This is an optimization exercise on Yosys and OpenROAD, whose aim is small area, not a production implementation. In this exercise RTL edits were held to simulation tests only and were not proved equivalent to the original. No activity file was given, so power comes from the tool's default toggle rates.

==> inputs of run F <==
Design S8_actividad2, start of the top module:
module S8_actividad2 #(parameter N_DEBOUNCER = 10)(
    input  logic        clk,
    input  logic        resetN,
    input  logic        Enter, Undo, DisplayFormat,
    input  logic [15:0] DataIn,
    output logic [6:0]  Segments,
    output logic [4:0]  Flags,
    output logic [2:0]  Status,
    output logic [7:0]  Anodes
);
==> module Debouncer_FSM, before the edit <==
module Debouncer_FSM (
    input  logic clk,
    input  logic rst,
    input  logic PB,
    output logic PB_pressed_pulse
);
    logic PB_sync_aux, PB_sync;
    logic [3:0] st;
    always_ff @(posedge clk) begin
        PB_sync_aux <= PB;
        PB_sync     <= PB_sync_aux;
    end
    always_ff @(posedge clk) begin
        if (rst)
            st <= 4'd14;
        else if (st[3:1] == 3'b111)
            st <= st + 4'd1;
        else if (st == 4'd13)
            st <= 4'd0;
        else if (st == 4'd12)
            st <= PB_sync ? 4'd12 : 4'd13;
        else
            st <= PB_sync ? st + 4'd1 : 4'd0;
    end
    assign PB_pressed_pulse = (st == 4'd11);
endmodule
==> module S8_actividad2, before the edit <==
module S8_actividad2 #(parameter N_DEBOUNCER = 10)(
    input  logic        clk,
    input  logic        resetN,
    input  logic        Enter, Undo, DisplayFormat,
    input  logic [15:0] DataIn,
    output logic [6:0]  Segments,
    output logic [4:0]  Flags,
    output logic [2:0]  Status,
    output logic [7:0]  Anodes
);
    logic reset;
    assign reset = ~resetN;
    logic EnterPulse, UndoPulse;
    Debouncer_FSM debouncer_enterpulse (.clk(clk), .rst(reset), .PB(Enter), .PB_pressed_pulse(EnterPulse));
    Debouncer_FSM debouncer_undopulse  (.clk(clk), .rst(reset), .PB(Undo),  .PB_pressed_pulse(UndoPulse));
    logic [2:0] state;
    always_ff @(posedge clk) begin
        if (reset)
            state <= 3'd0;
        else case (state)
            3'd0: if (EnterPulse) state <= 3'd1;
            3'd1: state <= 3'd2;
            3'd2: if (EnterPulse) state <= 3'd3; else if (UndoPulse) state <= 3'd0;
            3'd3: state <= 3'd4;
            3'd4: if (EnterPulse) state <= 3'd5; else if (UndoPulse) state <= 3'd2;
            3'd5: state <= 3'd6;
            3'd6: if (EnterPulse) state <= 3'd0; else if (UndoPulse) state <= 3'd4;
            default: state <= 3'd0;
        endcase
    end
    assign Status = state;
    logic show;
    assign show = (state == 3'd6);
    logic [15:0] opA, opB;
    logic [1:0]  opc;
    always_ff @(posedge clk) begin
        if (state == 3'd1) opA <= DataIn;
        if (state == 3'd3) opB <= DataIn;
        if (state == 3'd5) opc <= DataIn[1:0];
    end
    logic        sub, lg;
    logic [15:0] bx, sum, cout, alu;
    logic [16:0] cin;
    assign sub = (opc == 2'd0);
    assign lg  = opc[1];
    assign bx  = opB ^ {16{sub}};
    assign cin[0] = sub;
    always_comb begin
        for (int i = 0; i < 16; i++) begin
            logic ci;
            ci = lg ? ~opc[0] : cin[i];
            sum[i]   = opA[i] ^ bx[i] ^ ci;
            cout[i]  = (opA[i] & bx[i]) | (ci & (opA[i] | bx[i]));
            cin[i+1] = cout[i];
        end
    end
    assign alu = lg ? cout : sum;
    logic c15, c16;
    assign c15 = cin[15];
    assign c16 = cin[16];
    logic [15:0] res;
    logic        fC, fV, valid;
    always_ff @(posedge clk) begin
        if (show) res <= alu;
        if (reset) begin
            fC <= 1'b0;
            fV <= 1'b0;
            valid <= 1'b0;
        end else if (show) begin
            fC <= ~opc[1] & (c16 ^ sub);
            fV <= ~opc[1] & (c16 ^ c15);
            valid <= 1'b1;
        end
    end
    assign Flags = {valid & res[15], valid & ~(|res), fC, fV, valid & (^res)};
    logic [15:0] ToDisplay;
    assign ToDisplay = show ? (valid ? res : 16'd0) : DataIn;
    logic [5:0] ph;
    always_ff @(posedge clk) begin
        if (reset) ph <= 6'd0;
        else       ph <= ph + 6'd1;
    end
    logic [17:0] sh, sh_add;
    logic        bit_in;
    logic [18:0] bcd;
    logic        bvalid;
    assign bit_in = ph[5] & ToDisplay[~ph[4:1]];
    always_comb begin
        sh_add = sh;
        for (int d = 0; d < 4; d++)
            if (sh[4*d +: 4] >= 4'd5) sh_add[4*d +: 4] = sh[4*d +: 4] + 4'd3;
    end
    always_ff @(posedge clk) begin
        if (~ph[5] | ph[0]) sh <= {sh[16:0], bit_in};
        else                sh <= sh_add;
        if (ph == 6'd63) bcd <= {sh, bit_in};
        if (reset)           bvalid <= 1'b0;
        else if (ph == 6'd63) bvalid <= 1'b1;
    end
    logic [2:0] k;
    logic [3:0] hexd, decd, digit;
    assign k = ph[2:0];
    always_comb begin
        case (k[1:0])
            2'd0: hexd = ToDisplay[3:0];
            2'd1: hexd = ToDisplay[7:4];
            2'd2: hexd = ToDisplay[11:8];
            default: hexd = ToDisplay[15:12];
        endcase
        if (k[2]) hexd = 4'd0;
        case (k)
            3'd0: decd = bcd[3:0];
            3'd1: decd = bcd[7:4];
            3'd2: decd = bcd[11:8];
            3'd3: decd = bcd[15:12];
            3'd4: decd = {1'b0, bcd[18:16]};
            default: decd = 4'd0;
        endcase
        if (!bvalid) decd = 4'd0;
        digit = DisplayFormat ? decd : hexd;
        case (digit)
            4'd0:  Segments = 7'b0000001;
            4'd1:  Segments = 7'b1001111;
            4'd2:  Segments = 7'b0010010;
            4'd3:  Segments = 7'b0000110;
            4'd4:  Segments = 7'b1001100;
            4'd5:  Segments = 7'b0100100;
            4'd6:  Segments = 7'b0100000;
            4'd7:  Segments = 7'b0001111;
            4'd8:  Segments = 7'b0000000;
            4'd9:  Segments = 7'b0001100;
            4'd10: Segments = 7'b0001000;
            4'd11: Segments = 7'b1100000;
            4'd12: Segments = 7'b0110001;
            4'd13: Segments = 7'b1000010;
            4'd14: Segments = 7'b0110000;
            default: Segments = 7'b0111000;
        endcase
        Anodes = ~(8'd1 << k);
    end
endmodule
make LEC_CHECK=0 CAP_MARGIN=20 CORE_MARGIN=2 CORE_UTILIZATION=40 PLACE_DENSITY=0.6 SLEW_MARGIN=20 finish   # period 10.0 ns
run.sh (not shown) runs the stock make flow with config.mk's settings and CLKGATE_MAP_FILE= SYNTH_SCRIPT=/design/flow/synth_recipe.tcl, a recipe that flattens the netlist after the stock synthesis.
==> run C (differences from run F) <==
==> flow/design.v (replaced) <==
module alu_in_out_reg (
    input  logic        clk, reset,
    input  logic [2:0]  state,
    input  logic [15:0] DataIn,
    output logic [4:0]  Flags,
    output logic [15:0] ToDisplay
);
    logic show;
    assign show = (state == 3'd6);
    logic [15:0] opA, opB;
    logic [1:0]  opc;
    always_ff @(posedge clk) begin
        if (state == 3'd1) opA <= DataIn;
        if (state == 3'd3) opB <= DataIn;
        if (state == 3'd5) opc <= DataIn[1:0];
    end
    logic        sub, lg;
    logic [15:0] bx, sum, lgc, alu;
    logic [16:0] c;
    assign sub = ~opc[1] & ~opc[0];
    assign lg  = opc[1];
    assign bx  = opB ^ {16{sub}};
    assign c[0] = sub;
    always_comb begin
        for (int i = 0; i < 16; i++) begin
            sum[i]   = opA[i] ^ bx[i] ^ c[i];
            c[i+1]   = (opA[i] & bx[i]) | (c[i] & (opA[i] | bx[i]));
            lgc[i]   = (opA[i] & opB[i]) | (~opc[0] & (opA[i] | opB[i]));
        end
    end
    assign alu = lg ? lgc : sum;
    logic c15, c16;
    assign c15 = c[15];
    assign c16 = c[16];
    logic [15:0] res;
    logic        fC, fV, valid;
    always_ff @(posedge clk) begin
        if (show) res <= alu;
        if (reset) begin
            fC <= 1'b0;
            fV <= 1'b0;
            valid <= 1'b0;
        end else if (show) begin
            fC <= ~opc[1] & (c16 ^ sub);
            fV <= ~opc[1] & (c16 ^ c15);
            valid <= 1'b1;
        end
    end
    assign Flags = {valid & res[15], valid & ~(|res), fC, fV, valid & (^res)};
    assign ToDisplay = show ? (valid ? res : 16'd0) : DataIn;
endmodule
module Debouncer_FSM (
    input  logic clk,
    input  logic rst,
    input  logic PB,
    output logic PB_pressed_pulse
);
    logic PB_sync_aux, PB_sync;
    logic [3:0] st, nx, adv;
    always_ff @(posedge clk) begin
        PB_sync_aux <= PB;
        PB_sync     <= PB_sync_aux;
    end
    localparam logic [3:0] R0 = 4'd1, R1 = 4'd2, I = 4'd4, P = 4'd12, S = 4'd8, RL = 4'd0;
    assign adv = {st[2:0], st[3] ^ st[2]};
    always_comb begin
        if (st == RL)                  nx = I;
        else if (st == R0 || st == R1) nx = adv;
        else if (st == S)              nx = PB_sync ? S : RL;
        else                           nx = PB_sync ? adv : I;
    end
    always_ff @(posedge clk) st <= rst ? R0 : nx;
    assign PB_pressed_pulse = (st == P);
endmodule
module ReversePolishFSM (
    input  logic clk, reset, Enter_pulse, Undo_pulse,
    output logic [2:0] state
);
    always_ff @(posedge clk) begin
        if (reset)
            state <= 3'd0;
        else case (state)
            3'd0: if (Enter_pulse) state <= 3'd1;
            3'd1: state <= 3'd2;
            3'd2: if (Enter_pulse) state <= 3'd3; else if (Undo_pulse) state <= 3'd0;
            3'd3: state <= 3'd4;
            3'd4: if (Enter_pulse) state <= 3'd5; else if (Undo_pulse) state <= 3'd2;
            3'd5: state <= 3'd6;
            3'd6: if (Enter_pulse) state <= 3'd0; else if (Undo_pulse) state <= 3'd4;
            default: state <= 3'd0;
        endcase
    end
endmodule
module unsigned_to_bcd (
    input  logic        clk, reset,
    input  logic [15:0] ToDisplay,
    output logic [5:0]  ph,
    output logic [18:0] bcd,
    output logic        bvalid
);
    always_ff @(posedge clk) begin
        if (reset) ph <= 6'd0;
        else       ph <= ph + 6'd1;
    end
    function automatic logic [3:0] add3(input logic [3:0] d);
        case (d)
            4'd5: add3 = 4'd8;
            4'd6: add3 = 4'd9;
            4'd7: add3 = 4'd10;
            4'd8: add3 = 4'd11;
            4'd9: add3 = 4'd12;
            default: add3 = d;
        endcase
    endfunction
    logic [17:0] sh, sh_add;
    logic        bit_in;
    assign bit_in = ph[5] & ToDisplay[~ph[4:1]];
    always_comb begin
        sh_add[17:16] = sh[17:16];
        for (int d = 0; d < 4; d++) sh_add[4*d +: 4] = add3(sh[4*d +: 4]);
    end
    always_ff @(posedge clk) begin
        if (~ph[5] | ph[0]) sh <= {sh[16:0], bit_in};
        else                sh <= sh_add;
        if (ph == 6'd63) bcd <= {sh, bit_in};
        if (reset)            bvalid <= 1'b0;
        else if (ph == 6'd63) bvalid <= 1'b1;
    end
endmodule
module S4_actividad1 (
    input  logic [2:0]  k,
    input  logic [15:0] ToDisplay,
    input  logic [18:0] bcd,
    input  logic        bvalid,
    input  logic        DisplayFormat,
    output logic [6:0]  Segments,
    output logic [7:0]  Anodes
);
    logic [3:0] hexd, decd, digit;
    always_comb begin
        case (k[1:0])
            2'd0: hexd = ToDisplay[3:0];
            2'd1: hexd = ToDisplay[7:4];
            2'd2: hexd = ToDisplay[11:8];
            default: hexd = ToDisplay[15:12];
        endcase
        if (k[2]) hexd = 4'd0;
        case (k)
            3'd0: decd = bcd[3:0];
            3'd1: decd = bcd[7:4];
            3'd2: decd = bcd[11:8];
            3'd3: decd = bcd[15:12];
            3'd4: decd = {1'b0, bcd[18:16]};
            default: decd = 4'd0;
        endcase
        if (!bvalid) decd = 4'd0;
        digit = DisplayFormat ? decd : hexd;
        case (digit)
            4'd0:  Segments = 7'b0000001;
            4'd1:  Segments = 7'b1001111;
            4'd2:  Segments = 7'b0010010;
            4'd3:  Segments = 7'b0000110;
            4'd4:  Segments = 7'b1001100;
            4'd5:  Segments = 7'b0100100;
            4'd6:  Segments = 7'b0100000;
            4'd7:  Segments = 7'b0001111;
            4'd8:  Segments = 7'b0000000;
            4'd9:  Segments = 7'b0001100;
            4'd10: Segments = 7'b0001000;
            4'd11: Segments = 7'b1100000;
            4'd12: Segments = 7'b0110001;
            4'd13: Segments = 7'b1000010;
            4'd14: Segments = 7'b0110000;
            default: Segments = 7'b0111000;
        endcase
        Anodes = ~(8'd1 << k);
    end
endmodule
module S8_actividad2 #(parameter N_DEBOUNCER = 10)(
    input  logic        clk,
    input  logic        resetN,
    input  logic        Enter, Undo, DisplayFormat,
    input  logic [15:0] DataIn,
    output logic [6:0]  Segments,
    output logic [4:0]  Flags,
    output logic [2:0]  Status,
    output logic [7:0]  Anodes
);
    logic reset;
    assign reset = ~resetN;
    logic EnterPulse, UndoPulse;
    Debouncer_FSM debouncer_enterpulse (.clk(clk), .rst(reset), .PB(Enter), .PB_pressed_pulse(EnterPulse));
    Debouncer_FSM debouncer_undopulse  (.clk(clk), .rst(reset), .PB(Undo),  .PB_pressed_pulse(UndoPulse));
    logic [2:0] state;
    ReversePolishFSM fsm (.clk(clk), .reset(reset), .Enter_pulse(EnterPulse), .Undo_pulse(UndoPulse), .state(state));
    assign Status = state;
    logic [15:0] ToDisplay;
    alu_in_out_reg alu (.clk(clk), .reset(reset), .state(state), .DataIn(DataIn), .Flags(Flags), .ToDisplay(ToDisplay));
    logic [5:0] ph;
    logic [18:0] bcd;
    logic bvalid;
    unsigned_to_bcd dd (.clk(clk), .reset(reset), .ToDisplay(ToDisplay), .ph(ph), .bcd(bcd), .bvalid(bvalid));
    S4_actividad1 disp (.k(ph[2:0]), .ToDisplay(ToDisplay), .bcd(bcd), .bvalid(bvalid), .DisplayFormat(DisplayFormat),
                        .Segments(Segments), .Anodes(Anodes));
endmodule
==> flow/flow/run.sh (new file) <==
#!/bin/bash
# Own layout flow: the standard ORFS flow (standard.sh) with
#  - an area-oriented ABC script and full-adder-only extraction in synthesis
#    (registers are mapped exactly as in the standard synthesis),
#  - minimum-size port buffers,
#  - a clock tree of small buffers without dummy loads.
# Each tool's output is kept in logs under this folder (orfs/logs) and in flow_make.log.
set -euo pipefail
W=$(pwd)
rm -rf "$W/scripts_mod"
cp -r "$FLOW_HOME/scripts" "$W/scripts_mod"
cp "$W/flow/abc_area.script" "$W/scripts_mod/abc_area.script"
sed -i 's/^  extract_fa {\*}\[dont_use_extract_fa_args\]$/  extract_fa -fa/' "$W/scripts_mod/synth.tcl"
grep -q '^  extract_fa -fa$' "$W/scripts_mod/synth.tcl"
. "$W/flow/knobs.sh"
bash "$W/standard.sh" SCRIPTS_DIR="$W/scripts_mod" ABC_AREA=1 \
  "BUFFER_PORTS_ARGS=$BUFFER_PORTS_ARGS" \
  "CTS_ARGS=$CTS_ARGS" \
  finish > "$W/flow_make.log" 2>&1
==> flow/flow/abc_area.script (new file) <==
strash
dch -f
map -a
strash
dch -f
map -a
strash
dch -f
amap
topo
==> flow/flow/knobs.sh (new file) <==
BUFFER_PORTS_ARGS="-buffer_cell sky130_fd_sc_hd__buf_1"
CTS_ARGS="-sink_clustering_enable -repair_clock_nets -dont_use_dummy_load -buf_list sky130_fd_sc_hd__clkbuf_8"
==> flow/standard.sh (new file) <==
#!/bin/bash
# synth_recipe.tcl (not shown) runs the flow's synth.tcl, then flattens the netlist and writes it again
# the make line also repeats each setting of config.mk as NAME=value (left out here)
make -C /OpenROAD-flow-scripts/flow DESIGN_CONFIG=/design/flow/config.mk WORK_HOME=/design/flow/orfs CLKGATE_MAP_FILE= SYNTH_SCRIPT=/design/flow/synth_recipe.tcl "${@:-finish}"
--- a/flow/config.mk
+++ b/flow/config.mk
@@ -7,6 +7,6 @@
 export LEC_CHECK = 0
 export CAP_MARGIN = 20
 export CORE_MARGIN = 2
-export CORE_UTILIZATION = 40
-export PLACE_DENSITY = 0.6
+export CORE_UTILIZATION = 65
+export PLACE_DENSITY = 0.75
 export SLEW_MARGIN = 20
removed: flow/run.sh
==> run notes <==
Run status: run C complete, no violations; run F complete, no violations
Clock transition at path regs: run C 0.11 ns; run F 0.07 ns
Count of inverters other than clock inverters in the layout: run C 83; run F 80
Detailed-route vias per instance: run C 6.15; run F 5.21
Final Critical Period: run C 8.90 ns; run F 9.54 ns
Fraction of standard cell area in multi-input logic: run C 35.3%; run F 41.1%
Count of multi-input gates: run C 369; run F 389
Count of plain and timing-repair buffers in the layout: run C 47; run F 54
Most used cell along the critical path: run C sky130_fd_sc_hd__fa_1; run F sky130_fd_sc_hd__fa_2
Sequential portion of the cell area: run C 52.0%; run F 40.7%
Reported sequential group power: run C 0.507 mW; run F 0.549 mW
Rows: run C 33; run F 47
Non-filler cells, final: run C 725; run F 871
Max Clock Freq: run C 112 MHz; run F 105 MHz
Max transition margin: run C 35.1%; run F 31.7%
Crit path max-delay cell type: run C sky130_fd_sc_hd__clkinv_1; run F sky130_fd_sc_hd__edfxtp_1
Met2 wirelength from detailed routing: run C 6160 um; run F 7110 um
Area of the die: run C 9280 um2; run F 17,600 um2
Routability cong.: run C 0.865; run F 0.845
Endpoint of the worst setup timing path: run C alu.fV; run F fV
Placed cell count: run C 716; run F 851
Post-synth net total: run C 602; run F 686
Die Height: run C 96.4 um; run F 133 um
Aggregate routed wire length: run C 12,100 um; run F 14,100 um
Core Region: run C 8260 um2; run F 16,300 um2

separate check: timing with driven ports:
No port has a modelled driver above. Below, the same layouts with a new extraction and two added sets of constraints.
Step 1 assumes that a clkbuf_16 drives the clock port and a buf_2 every other input.
Step 2 adds t to the input delays and takes it off the output delays; t is the mean of the earliest and latest rising clock arrival at the registers after step 1. Input paths then give back, and output paths get back, about the clock's delay inside the block.
Slacks: ideal ports / drivers / drivers and shift; pairs: ideal ports / drivers.
run | shift t [ns] | slack for setup (ns) | worst hold slack (ns) | worst setup path at the end | slew at the worst register clock pin (ns)
run F | 0.392 | 0.461 / 0.461 / 0.461 | 0.335 / 0.335 / 0.335 | register to register | 0.07 / 0.07
run C | 0.381 | 1.099 / 1.099 / 1.099 | 0.339 / 0.339 / 0.339 | register to register | 0.11 / 0.11
After both steps setup and hold are still met in every run listed.
